This is an optimization exercise on Yosys and OpenROAD, whose aim is small area, not a production implementation. Only simulation tests tie the RTL to the original design; equivalence was not proved. No activity file was given, so power comes from the tool's default toggle rates.

==> design/flow/design.v <==
`timescale 1ns / 1ns  
module paddle_control(
    input clk,
    input en,
    input resetn,
    input [1:0] go,  
	 input [8:0] ball_x,
	 input [7:0] ball_y,
	 output reg [2:0] PADDLE_HIT,
    output reg draw,
	 output reg [8:0] current_state
    );
    reg [8:0] next_state; 
    localparam  BRICK_WIDTH = 8'd16,
					 BRICK_HEIGHT = 8'd8,
					 PADDLE_WIDTH= 8'd32,  
					 PADDLE_HEIGHT = 8'd2,
					 PADDLE_SIZE = 8'd32,
					 PADDLE_Y_POS = 9'd220;    
    always @(posedge clk)
    if(en) begin
		if(resetn) begin
         case (current_state)
					9'd8: current_state <= 2'd2 * go[0] + current_state;  
					9'd280: current_state <= current_state - (2'd2 * go[1]);  
            default: current_state <= (2'd2 * go[0]) - (2'd2 * go[1]) + current_state;  
         endcase
			if (go[0] || go[1]) draw <= 1'b1;
			else draw <= 1'b0;
		end
		if(resetn == 1'b0) begin
			draw <= 1'b1;
			current_state <= 9'd152;
		end
    end  
	 always@(posedge clk) if(en) begin
		PADDLE_HIT <= 0;
		if(ball_y >= PADDLE_Y_POS && ball_y <= PADDLE_Y_POS + 9'd3 && ball_x >= current_state && ball_x <= current_state + PADDLE_WIDTH)  
			PADDLE_HIT <= ((ball_x - current_state) / 9'd8) + 1'b1;
	 end
endmodule
`timescale 1ns / 1ns  
module ball_control(input clk, 
	input en,
	input reset,
	input [2:0] PADDLE_HIT,
	output reg [8:0] x,
	output reg [7:0] y,
	output reg BRICK_HIT,
	output reg [8:0] brick_x,
	output reg [7:0] brick_y
	);
	localparam LEFT_UP = 3'd0, UP_LEFT = 3'd1, UP_RIGHT = 3'd2, RIGHT_UP = 3'd3, LEFT_DOWN = 3'd4, DOWN_LEFT = 3'd5, DOWN_RIGHT = 3'd6, RIGHT_DOWN = 3'd7,
					LEFT_WALL_X = 9'd12,
					TOP_WALL_Y = 8'd20,
					RIGHT_WALL_X = 9'd320 - 9'd12,
					BRICK_WIDTH = 9'd32, BRICK_HEIGHT = 8'd4,
					BRICK_ONE_X = 9'd100, BRICK_ONE_Y = 8'd60,
					BRICK_TWO_X = 9'd150, BRICK_TWO_Y = 8'd60,
					BRICK_THREE_X = 9'd200, BRICK_THREE_Y = 8'd60;
	reg [8:0] d_x;
	reg [7:0] d_y;
	reg [2:0] current_direction;
	reg [1:0] WALL_HIT; 
	reg [2:0] status;  
	always @(posedge clk) if(en) begin
		case(current_direction)
			LEFT_UP: begin
				d_x <= -9'd2;
				d_y <= -8'd1;
			end
			UP_LEFT: begin
				d_x <= -9'd1;
				d_y <= -8'd2;
			end
			UP_RIGHT: begin
				d_x <= 9'd1;
				d_y <= -8'd2;
			end
			RIGHT_UP: begin
				d_x <= 9'd2;
				d_y <= -8'd1;
			end
			LEFT_DOWN: begin
				d_x <= -9'd2;
				d_y <= 8'd1;
			end
			DOWN_LEFT: begin
				d_x <= -9'd1;
				d_y <= 8'd2;
			end
			DOWN_RIGHT: begin
				d_x <= 9'd1;
				d_y <= 8'd2;
			end
			RIGHT_DOWN: begin
				d_x <= 9'd2;
				d_y <= 8'd1;
			end
		endcase
		if(!reset) begin
			x <= 9'd160;
			y <= 8'd218;
			current_direction <= UP_RIGHT; 
			d_x <= 9'd1;
			d_y <= -8'd2;
		end
		if(!reset) begin 
			status <= 3'b111;
			BRICK_HIT <= 1'b0;
		end
		BRICK_HIT <= 1'b0;
		if(y >= BRICK_ONE_Y && y <= (BRICK_ONE_Y + BRICK_HEIGHT) && x >= BRICK_ONE_X && x <= (BRICK_ONE_X + BRICK_WIDTH) && status[0] == 1'b1) begin
			BRICK_HIT <= 1'b1;
			brick_x <= BRICK_ONE_X; brick_y <= BRICK_ONE_Y;
			status[0] <= 1'b0;
			if(current_direction == LEFT_UP || current_direction == UP_LEFT || current_direction == RIGHT_UP || current_direction == UP_RIGHT)
				current_direction <= ((x - BRICK_ONE_X) / 9'd8) + 3'd4;
			else 
				current_direction <= (x - BRICK_ONE_X) / 9'd8;
		end
		if(y >= BRICK_TWO_Y && y <= (BRICK_TWO_Y + BRICK_HEIGHT) && x >= BRICK_TWO_X && x <= (BRICK_TWO_X + BRICK_WIDTH) && status[1] == 1'b1) begin
			BRICK_HIT <= 1'b1;
			brick_x <= BRICK_TWO_X; brick_y <= BRICK_TWO_Y;
			status[1] <= 1'b0;
			if(current_direction == LEFT_UP || current_direction == UP_LEFT || current_direction == RIGHT_UP || current_direction == UP_RIGHT)
				current_direction <= ((x - BRICK_TWO_X) / 9'd8) + 3'd4;
			else 
				current_direction <= (x - BRICK_TWO_X) / 9'd8;
		end
		if(y >= BRICK_THREE_Y && y <= (BRICK_THREE_Y + BRICK_HEIGHT) && x >= BRICK_THREE_X && x <= (BRICK_THREE_X + BRICK_WIDTH) && status[2] == 1'b1) begin
			BRICK_HIT <= 1'b1;
			brick_x <= BRICK_THREE_X; brick_y <= BRICK_THREE_Y;
			status[2] <= 1'b0;
			if(current_direction == LEFT_UP || current_direction == UP_LEFT || current_direction == RIGHT_UP || current_direction == UP_RIGHT)
				current_direction <= ((x - BRICK_THREE_X) / 9'd8) + 3'd4;
			else 
				current_direction <= (x - BRICK_THREE_X) / 9'd8;
		end
		if(reset && PADDLE_HIT !== 0) current_direction <= PADDLE_HIT - 3'b1;
		if(reset && WALL_HIT !== 0) begin
			case(WALL_HIT)
				2'd1: begin case(current_direction)
							LEFT_UP: begin current_direction <= RIGHT_UP;
											d_x <= 9'd2;
											d_y <= -8'd1;
										end
							UP_LEFT: begin current_direction <= UP_RIGHT;
											d_x <= 9'd1;
											d_y <= -8'd2;
										end
							LEFT_DOWN: begin current_direction <= RIGHT_DOWN;
												d_x <= 9'd2;
												d_y <= 8'd1;
											end
							DOWN_LEFT: begin current_direction <= DOWN_RIGHT;
												d_x <= 9'd1;
												d_y <= 8'd2;
											end
						endcase
					end
				2'd2: begin case(current_direction)
							LEFT_UP: begin current_direction <= LEFT_DOWN;
											d_x <= -9'd2;
											d_y <= 8'd1;
										end
							UP_LEFT: begin current_direction <= DOWN_LEFT;
											d_x <= -9'd1;
											d_y <= 8'd2;
										end
							RIGHT_UP: begin current_direction <= RIGHT_DOWN;
											d_x <= 9'd2;
											d_y <= 8'd1;
										end
							UP_RIGHT: begin current_direction <= DOWN_RIGHT;
												d_x <= 9'd1;
												d_y <= 8'd2;
										end
						endcase
					end
				2'd3: begin case(current_direction)
							RIGHT_UP: begin current_direction <= LEFT_UP;
											d_x <= -9'd2;
											d_y <= -8'd1;
										end
							UP_RIGHT: begin current_direction <= UP_LEFT;
											d_x <= -9'd1;
											d_y <= -8'd2;
										end
							RIGHT_DOWN: begin current_direction <= LEFT_DOWN;
												d_x <= -9'd2;
												d_y <= 8'd1;
										end
							DOWN_RIGHT: begin current_direction <= DOWN_LEFT;
												d_x <= -9'd2;
												d_y <= 8'd1;
										end
						endcase
					end
			endcase
		end
		if(reset) begin 
			x <= x + d_x;
			y <= y + d_y;
		end
		if(y >= 8'd235 && y <= 8'd240) begin
			d_x <= 1'b0;
			d_y <= 1'b0;
		end
	end
	always @(posedge clk) if(en) begin
		if(!reset) WALL_HIT <= 2'b0;
		else begin
			if(x <= LEFT_WALL_X) WALL_HIT <= 2'd1; 
			else begin
				if(y <= TOP_WALL_Y) WALL_HIT <= 2'd2;
				else begin
					if(x >= RIGHT_WALL_X) WALL_HIT <= 2'd3;
					else WALL_HIT <= 2'b0;
				end
			end
		end
	end
endmodule
`timescale 1ns / 1ns  
module new_draw(input clk,
	input reset,
	input [8:0] paddle_pos,
	input p_draw,
	input [8:0] ball_x,
	input [7:0] ball_y,
	input fps,
	input BRICK_HIT,
	input [8:0] brick_x,
	input [7:0] brick_y,
	output reg [8:0] x,
	output reg [7:0] y,
	output reg [2:0] color,
	output reg wren);
	reg [30:0] current_state, next_state;	
	reg [8:0] current_paddle;
	reg [8:0] current_ball_x;
	reg [7:0] current_ball_y;
	reg [3:0] current_brick;
	reg paddle_draw;
	reg ball_draw;
	reg brick_hit;
	reg [15:0] wall_draw_progress;
	reg [6:0] paddle_draw_progress;
	reg [31:0] reset_progress;
	reg [8:0] brick_draw_progress;
	localparam  PADDLE_SIZE = 8'd64,
					INIT = 32'd0,
					LEFT_WALL_FINISHED = INIT + 32'd1920,
					TOP_WALL_FINISHED = LEFT_WALL_FINISHED + 32'd2560,
					RIGHT_WALL_FINISHED = TOP_WALL_FINISHED + 32'd1920,
					DRAW_BRICKS = RIGHT_WALL_FINISHED + 1,
					BRICKS_FINISHED = DRAW_BRICKS + 32'd128,
					WAIT = BRICKS_FINISHED + 1'd1,
					PADDLE_ERASE_START = WAIT + 1'd1,
					PADDLE_DRAW_START = PADDLE_ERASE_START + PADDLE_SIZE + 1'd1,
					PADDLE_CYCLE_END = PADDLE_DRAW_START + PADDLE_SIZE + 1'd1,
					BALL_ERASE = PADDLE_CYCLE_END + 1,
					BALL_DRAW = BALL_ERASE + 2'd2,
					BALL_CYCLE_END = BALL_DRAW + 2'd2,
					RESET_START = BRICK_ERASE_END + 1'b1,
					RESET_END = RESET_START + 32'd76800,
					BRICK_ERASE_START = BALL_CYCLE_END + 1'b1,
					BRICK_ERASE_END = BRICK_ERASE_START + 8'd128;
	always @(posedge clk) begin
		case (current_state)
			WAIT: next_state <= ball_draw ? BALL_ERASE : (paddle_draw ? PADDLE_ERASE_START: WAIT);  
			PADDLE_CYCLE_END: next_state <= (ball_draw ? BALL_ERASE : WAIT);
			BALL_CYCLE_END: next_state <= (brick_hit ? BRICK_ERASE_START : WAIT);
			BRICKS_FINISHED: begin
				if(current_brick < 3'd3) next_state <= DRAW_BRICKS;
				else next_state <= WAIT;
			end
			BRICK_ERASE_END: next_state <= (paddle_draw ? PADDLE_ERASE_START : WAIT);
			RESET_END: next_state <= INIT;
			default: next_state <= current_state + 1'd1;
		endcase			
		if(!reset) begin
			current_state <= INIT;
		end
		else current_state <= next_state;
	end
	always @(posedge clk) begin
		if(fps) ball_draw <= 1'b1;
		if(BRICK_HIT) brick_hit <= 1'b1;
		if(!reset) begin 
			brick_hit <= 1'b0;
			current_brick <= 3'b0;
		end
		case (current_state)
			INIT: begin 
				wall_draw_progress <= 16'd0;
				wren <= 1'b1;
			end	
			LEFT_WALL_FINISHED: begin
				wall_draw_progress <= 16'd0;
			end
			TOP_WALL_FINISHED: begin
				wall_draw_progress <= 16'd0;
			end
			WAIT: begin
				paddle_draw <= p_draw;
				wren <= 1'b0;
			end
			PADDLE_ERASE_START: begin 
				wren <= 1'b1;
				paddle_draw_progress <= 6'd0;
			end
			PADDLE_DRAW_START: begin
				paddle_draw_progress <= 6'd0;
				current_paddle <= paddle_pos;
			end
			PADDLE_CYCLE_END: paddle_draw <= 1'b0;
			BALL_ERASE: wren <= 1'b1;
			BALL_DRAW: begin
				current_ball_x <= ball_x;
				current_ball_y <= ball_y;
			end
			BALL_CYCLE_END: ball_draw <= 1'b0;
			RESET_START: begin 
				wren <= 1'b1;
				reset_progress <= 32'd0;
				y <= 8'd8;
			end
			DRAW_BRICKS: begin 
				wren <= 1'b1;
				brick_draw_progress <= 9'd0;
				current_brick <= current_brick + 1'b1;
			end
			BRICKS_FINISHED: wren <= 1'b0;
			BRICK_ERASE_START: brick_draw_progress <= 9'd0;
			BRICK_ERASE_END: brick_hit <= 1'b0;
			default: begin
				if(INIT < current_state && current_state < LEFT_WALL_FINISHED) begin
					color <= 3'b100;
					x <= wall_draw_progress % 4'd8;
					y <= wall_draw_progress / 4'd8;
				end
				if(LEFT_WALL_FINISHED < current_state && current_state < TOP_WALL_FINISHED) begin
					color <= 3'b100;
					x <= wall_draw_progress % 9'd320;
					y <= wall_draw_progress / 9'd320;
				end
				if(TOP_WALL_FINISHED < current_state && current_state < RIGHT_WALL_FINISHED) begin
					color <= 3'b100;
					x <= 9'd320 - (wall_draw_progress % 4'd8);
					y <= wall_draw_progress / 4'd8;
				end
				if(PADDLE_ERASE_START < current_state && current_state < PADDLE_DRAW_START) begin
					color <= 3'b000;
					x <= current_paddle + (paddle_draw_progress % 6'd32);
					y <= 9'd220 + (paddle_draw_progress / 6'd32);
				end
				if(PADDLE_DRAW_START < current_state && current_state < PADDLE_CYCLE_END) begin
					color <= 3'b001;
					x <= current_paddle + (paddle_draw_progress % 6'd32);
					y <= 9'd220 + (paddle_draw_progress / 6'd32);
				end
				if(BALL_ERASE < current_state && current_state < BALL_DRAW) begin
					color <= 3'b000;
					x <= current_ball_x;
					y <= current_ball_y;
				end
				if(BALL_DRAW < current_state && current_state < BALL_CYCLE_END) begin
					color <= 3'b010;
					x <= current_ball_x;
					y <= current_ball_y;
				end
				if(RESET_START < current_state && current_state < RESET_END) begin
					color<= 3'b000;
					x <= reset_progress % 9'd320;
					y <= reset_progress / 9'd320;
				end
				if(DRAW_BRICKS < current_state && current_state < BRICKS_FINISHED && current_brick == 4'd1) begin
					color <= 3'b110;
					x <= 9'd100 + (brick_draw_progress % 9'd32);
					y <= 8'd60 + (brick_draw_progress / 8'd32);
				end
				if(DRAW_BRICKS < current_state && current_state < BRICKS_FINISHED && current_brick == 4'd2) begin
					color <= 3'b110;
					x <= 9'd150 + (brick_draw_progress % 9'd32);
					y <= 8'd60 + (brick_draw_progress / 8'd32);
				end
				if(DRAW_BRICKS < current_state && current_state < BRICKS_FINISHED && current_brick == 4'd3) begin
					color <= 3'b110;
					x <= 9'd200 + (brick_draw_progress % 9'd32);
					y <= 8'd60 + (brick_draw_progress / 8'd32);
				end
				if(BRICK_ERASE_START < current_state && current_state < BRICK_ERASE_END) begin
					wren <= 1'b1;
					color <= 3'b000;
					x <= brick_x + (brick_draw_progress % 9'd32);
					y <= brick_y + (brick_draw_progress / 8'd32);
				end
				wall_draw_progress <= wall_draw_progress + 1'b1;
				paddle_draw_progress <= paddle_draw_progress + 1'b1;
				reset_progress <= reset_progress + 1'b1;
				brick_draw_progress <= brick_draw_progress + 1'b1;
			end
		endcase
		if(!reset) begin
			x <= 9'd0;
			y <= 8'd0;
			color <= 3'b000;
			paddle_draw <= 1'b0;
			current_paddle <= 9'd152;
			current_ball_x <= 9'd160;
			current_ball_y <= 8'd218;
		end
	end
endmodule
`timescale 1ns / 1ns  
module breakout
	(
		input         clk,
		input         resetn,        
		input  [1:0]  go,            
		input         paddle_tick,   
		input         ball_tick,     
		output [8:0]  x,
		output [7:0]  y,
		output [2:0]  colour,
		output        plot
	);
	 wire draw_paddle;
	 wire[8:0] paddle_pos;
	 wire[8:0] ball_x; wire [7:0] ball_y;
	 wire[2:0] BALL_HIT;
	 wire BRICK_HIT;
	 wire [8:0] brick_x;
	 wire [7:0] brick_y;
	 wire fps_clock = paddle_tick | ~resetn;
	 wire thirty_clock = ball_tick | ~resetn;
	paddle_control PC(.clk(clk), .en(fps_clock), .resetn(resetn), .go(go), .ball_x(ball_x), .ball_y(ball_y), .draw(draw_paddle), .current_state(paddle_pos), .PADDLE_HIT(BALL_HIT));
	ball_control BC(.clk(clk), .en(thirty_clock), .reset(resetn), .x(ball_x), .y(ball_y), .PADDLE_HIT(BALL_HIT), .BRICK_HIT(BRICK_HIT), .brick_x(brick_x), .brick_y(brick_y));
	new_draw ND(.clk(clk), .reset(resetn), .paddle_pos(paddle_pos), .p_draw(draw_paddle), .ball_x(ball_x), .ball_y(ball_y), .x(x), .y(y), .color(colour), .wren(plot), .fps(thirty_clock), .BRICK_HIT(BRICK_HIT), .brick_x(brick_x), .brick_y(brick_y));
endmodule
==> design/flow/run.sh <==
#!/bin/bash
# synth_recipe.tcl (not shown) runs the flow's synth.tcl, then flattens the netlist and writes it again
# the make line also repeats each setting of config.mk as NAME=value (left out here)
make -C /OpenROAD-flow-scripts/flow DESIGN_CONFIG=/design/flow/config.mk WORK_HOME=/design/flow/orfs CLKGATE_MAP_FILE= SYNTH_SCRIPT=/design/flow/synth_recipe.tcl finish
==> design/flow/config.mk <==
export PLATFORM = sky130hd
export DESIGN_NAME = breakout
export DESIGN_NICKNAME = breakout
export VERILOG_FILES = /design/flow/design.v
export SDC_FILE = /design/flow/constraint.sdc
export NUM_CORES = 4
export LEC_CHECK = 0
export CAP_MARGIN = 20
export CORE_MARGIN = 2
export CORE_UTILIZATION = 40
export SLEW_MARGIN = 20
==> design/flow/constraint.sdc <==
create_clock -name core_clock -period 20.0 [get_ports {clk}]
set_input_delay 4.0000 -clock core_clock [delete_from_list [all_inputs] [get_ports {clk}]]
set_output_delay 4.0000 -clock core_clock [all_outputs]
set_load 0.01 [all_outputs]
==> out/results.txt <==
The run finished with no timing, DRC or antenna violations. The antenna violation net count after detailed routing is 0, and the post-synthesis share of cell area spent on full adders, half adders and majority gates is 6.058%. The number of antenna diodes in the final layout is 0.

For the total power after layout, the log shows 0.003132 W. After detailed routing, no signal wire sits above met4. Number of global-route vias before repair: 15,440. The run gives 0 as the overflow left after global routing. After synthesis, the share of cell area in mux cells is 2.309%. The routed design could run at a clock period as short as 10.63 ns. In this design, the critical path's most frequently occurring cell is sky130_fd_sc_hd__mux2i_1. The first global-routing pass estimated 79,840 microns of wire. The floorplan step set the die width to 220.2 microns.

The run gives 23.7% as the proportion of power drawn by flip-flops and latches. Setup total negative slack on the finished layout was measured at 0 ns. The number of distinct library cells after synthesis came out at 125. The routed length on met2 is 23,250 microns. The share of synthesized flip-flops with an asynchronous set or reset was 0%; the number of pins with negative max-slew slack in the final report was 0.

The number of cells on the worst reg-to-reg path is 38. The run gives 20.45 ns as the required time at the worst-slack endpoint. The average size of a mapped cell was 8.036 sq um; the number of sinks handled by clock tree synthesis was 235.

Startpoint of the tightest hold check path: ND.next_state[3]. After detailed routing, the wire length on met1 is 22,640 microns. Across the run, the number of max-cap violations was 0. Including well taps, the total number of placed cells is 2,822. Across all register-to-register paths, the minimum setup slack is 9.37 ns. During I/O placement, the number of pins put on the boundary was 27.

Commonest non-fill, non-tap cell in the layout: sky130_fd_sc_hd__nand2_1. The longest individual stage delay on the worst path was 0.73 ns; the number of post-CTS setup repair buffers was 0. The number of stages on the worst hold path was 1.

Summing over every cut layer, the via total after detailed routing is 16,770. The number of buffer cells added on primary ports came out at 26. The run gives 0.001680 W as the internal power summed over all cells. For this design the static power due to leakage is 7.525 nW.

For this run, the total global-route usage over all layers was measured as 19.74%. The endpoint identified for the worst register-to-register timing path is ND.x[8]. TritonCTS built the clock tree.

The routability congestion estimate from global placement was 0.8943. Headroom to the max-slew limit came out at 29.30%. The share of synthesized area in the top cell type comes to 19.12%.

Net switching is 46.37% of the power. After detailed routing, the number of remaining DRC violations is 0. For the pin with the worst max-slew slack, the measured transition is 1.058 ns. The core footprint was 0.04636 sq mm. The tools report the worst hold-check slack as 0.4280 ns.

Of all cell types, the one taking the most synthesized area is sky130_fd_sc_hd__edfxtp_1. The clock transition at the register clock pins on the worst setup and hold paths after CTS was 0.06 ns; the post-synthesis share of cell area spent on xor and xnor gates was 7.357%. The largest fanout on the critical path was 29. The total wirelength of the detailed-routed design was 49,130 microns; the largest net degree at the start of global routing was 103. The share of total power dissipated in the clock network is 16.3%.

Data on the critical path arrives at its endpoint at 11.08 ns. The sort of element at the end of the critical path is a register. Setup violations remaining at the end of the flow were counted as 0.

The dominant combinational cell family by area after synthesis was simple AND/OR/NAND/NOR gates. The tools report the CTS H-tree depth as 1. In this run the cell area of the synthesized design comes to 0.01869 sq mm. The initial antenna violation count is 0, and the row count is 79.

The finished layout holds 2,876 standard cells, fillers aside. The worst setup path is of the reg2reg kind. The vertical die dimension came out at 220.2 microns. In the synthesized netlist, the number of instances is 2,326.

The post-route netlist has 6.038% of its cells at a drive strength greater than 1. In the layout the commonest cells are 255 x sky130_fd_sc_hd__nand2_1, 244 x sky130_fd_sc_hd__nor2_1, 145 x sky130_fd_sc_hd__a21oi_1, 122 x sky130_fd_sc_hd__o21ai_0, 119 x sky130_fd_sc_hd__edfxtp_1. The final worst-path cycle share was 53.17%. Of the total power, combinational logic draws 60.0%. In this run, the number of DRC markers left after iteration 0 of detailed routing was 1,449.

The prevailing post-synth register cell is sky130_fd_sc_hd__edfxtp_1. Counting the buffers created by CTS gives 29. Summing the areas of all and, or, nand and nor instances in the mapped netlist gives 25.28% of the synthesized area. The synthesized netlist devotes 21.89% of its cell area to compound gates. Across the VDD grid, the largest voltage drop is 0.0001931 V.

The first detailed-routing pass took 7 iterations. The number of nets handed over by synthesis was 2,417. Post-CTS repair changed the size of 0 cells. The number of warning messages in the yosys log was 3; the floorplan die area was 0.04847 sq mm. Via density per instance: 5.832. In this run, synthesis produced a sequential element count of 235.

In the final routed layout, each cell accounts on average for 17.08 microns. Quantity of hold-fixing buffers added after cts: 0. The insertion delay to the later sink of the worst-skew pair was 0.55 ns. Power spread over the standard cell area amounts to 155.9 mW/mm^2. The number of nets in the finished design was 2,337; the sequential fraction of the synthesis area was 31.54%. In this run, synthesis inferred 119 flip-flops with an integrated enable. The path with the worst hold slack has its endpoint at ND.current_state[3].

The startpoint identified for the worst register-to-register timing path is ND.reset_progress[26]. The layout-stage area growth over the synthesis result works out to 7.491%. For the final database, setup skew stands at 0.01473 ns.

The critical path's slowest cell is sky130_fd_sc_hd__edfxtp_1. Based on the critical path, the design can be clocked at up to 94.03 MHz. The final hold violation count came out at 0. The worst setup path is launched from a register. The starting utilization of the core area came out at 40.32%. For the met3 wirelength from detailed routing, the log shows 1900 microns. Sorting the synthesized cells by area gives the leading types as sky130_fd_sc_hd__edfxtp_1 19%, sky130_fd_sc_hd__dfxtp_1 12%, sky130_fd_sc_hd__ha_1 5.4%. In this run the clock root is driven by a sky130_fd_sc_hd__clkbuf_16. The tools report the switching power as 0.001452 W. The HPWL after detailed placement is 34,540 microns.

Setup repair after global routing left no endpoint under its margin. Classification of the worst-slack hold path: reg2reg. The number of buffers on the longest clock path came out at 3.
-- power by group through the flow --
stage               clock network (W)  registers, W  logic (W)
CTS                          0.000522      0.000741    0.00186
detailed placement                  0      0.000751    0.00185
global route                 0.000539      0.000759    0.00209
floorplan                           0      0.000663    0.00164
finish                       0.000510      0.000743    0.00188
global placement                    0      0.000747    0.00180
-- synthesized netlist by cell type (19+ instances only) --
library cell,count
sky130_fd_sc_hd__nand2_1,255
sky130_fd_sc_hd__nor2_1,246
sky130_fd_sc_hd__a21oi_1,145
sky130_fd_sc_hd__o21ai_0,123
sky130_fd_sc_hd__edfxtp_1,119
sky130_fd_sc_hd__dfxtp_1,116
sky130_fd_sc_hd__nand3_1,109
sky130_fd_sc_hd__xnor2_1,99
sky130_fd_sc_hd__clkbuf_1,97
sky130_fd_sc_hd__inv_1,88
sky130_fd_sc_hd__ha_1,80
sky130_fd_sc_hd__nor3_1,64
sky130_fd_sc_hd__and2_1,59
sky130_fd_sc_hd__xor2_1,53
sky130_fd_sc_hd__nor2b_1,38
sky130_fd_sc_hd__nand4_1,34
sky130_fd_sc_hd__nand2b_1,31
sky130_fd_sc_hd__and3_1,29
sky130_fd_sc_hd__mux2i_1,29
sky130_fd_sc_hd__a31oi_1,26
sky130_fd_sc_hd__o211ai_1,25
sky130_fd_sc_hd__a211oi_1,24
sky130_fd_sc_hd__buf_2,24
sky130_fd_sc_hd__a21o_1,22
sky130_fd_sc_hd__a21boi_0,21
sky130_fd_sc_hd__o31ai_1,20
sky130_fd_sc_hd__nor4_1,19
sky130_fd_sc_hd__or3_1,19
-- worst max-delay path: cells and delay by family (launching register included) --
kind	cells	cell delay, ns
muxes	6	1.65
buffers and inverters	1	0.31
and+or+nand+nor	7	1.67
DFF	1	0.73
AOI/OAI and AO/OA	24	6.16
-- layer usage --
metal  track usage [%]  vias up
met3             1.856       73
met2             33.34      385
met1             26.86     8092
li1                  -     8223
met4             5.638        0
met5                 0        -
-- area by class of cell --
class	instances	area, sq um
Sequential cell	235	5896
Inverter	97	364.1
Clock buffer	37	795.8
Fill cell	4627	26270
Timing Repair Buffer	38	347.8
Tap cell	607	759.5
Clock inverter	17	132.6
Multi-Input combinational cell	1845	11800
-- worst max-delay path by stage --
stage                                startpoint  endpoint  slack, ns  cells after the start
after global placement    ND.reset_progress[26]   ND.x[8]       9.72                     36
after floorplan           ND.reset_progress[27]   ND.x[8]      11.28                     37
final                     ND.reset_progress[26]   ND.x[8]       9.37                     38
after detailed placement  ND.reset_progress[31]   ND.x[8]       9.39                     36
after global routing      ND.reset_progress[25]   ND.x[8]       8.52                     38
after CTS                 ND.reset_progress[31]   ND.x[8]       9.35                     36
-- registers in the layout (all words and copies together), names as in the netlist, 8 cells and up, named ones only --
| signal | count |
|---|---|
| ND.current_paddle | 8 |
| ND.reset_progress | 32 |
| ND.brick_draw_progress | 9 |
| ND.x | 9 |
| BC.y | 8 |
| ND.current_ball_y | 8 |
| ND.y | 8 |
| ND.wall_draw_progress | 16 |
| ND.current_ball_x | 9 |
| ND.next_state | 31 |
| BC.x | 9 |
| PC.current_state | 8 |
| ND.current_state | 31 |
-- cells by family (layout without fill, tap and decap cells) --
kind of cell / count (synthesis) / in the layout
simple gates: 968 / 968
compound gates: 595 / 595
buf+inv: 246 / 189
flops: 235 / 235
xor+xnor: 154 / 154
fa+ha+maj: 88 / 88
mux: 40 / 40
-- stage by stage --
step                      cell area (sq um)  util, %  setup slack [ns]
after floorplan                       18690        -             11.28
after global placement                19150    41.31             9.724
after detailed placement              19150    41.31             9.392
after CTS                             20080    43.31             9.353
after global routing                  20090    43.34             8.520
final                                 20090    43.34             9.365

what the ideal ports hide:
Ports are ideal in the flow. The routed layout listed here was re-timed in OpenROAD. Step 1 assumes that a clkbuf_16 drives the clock port and a buf_2 every other input. Step 2 also shifts input and output timing later by t, the mid clock arrival at the registers, as if the neighbouring blocks saw the same clock. a / b / c = ideal ports / drivers / drivers and shift; a / b = the first two.
shift t [ns]: 0.595
setup WS [ns]: 9.365 / 9.365 / 9.365
worst hold slack (ns): 0.428 / 0.428 / 0.428
After both steps setup and hold are still met in this run. The setup slack of this run moves by 0.000 ns with the drivers and by 0.000 ns with both steps.
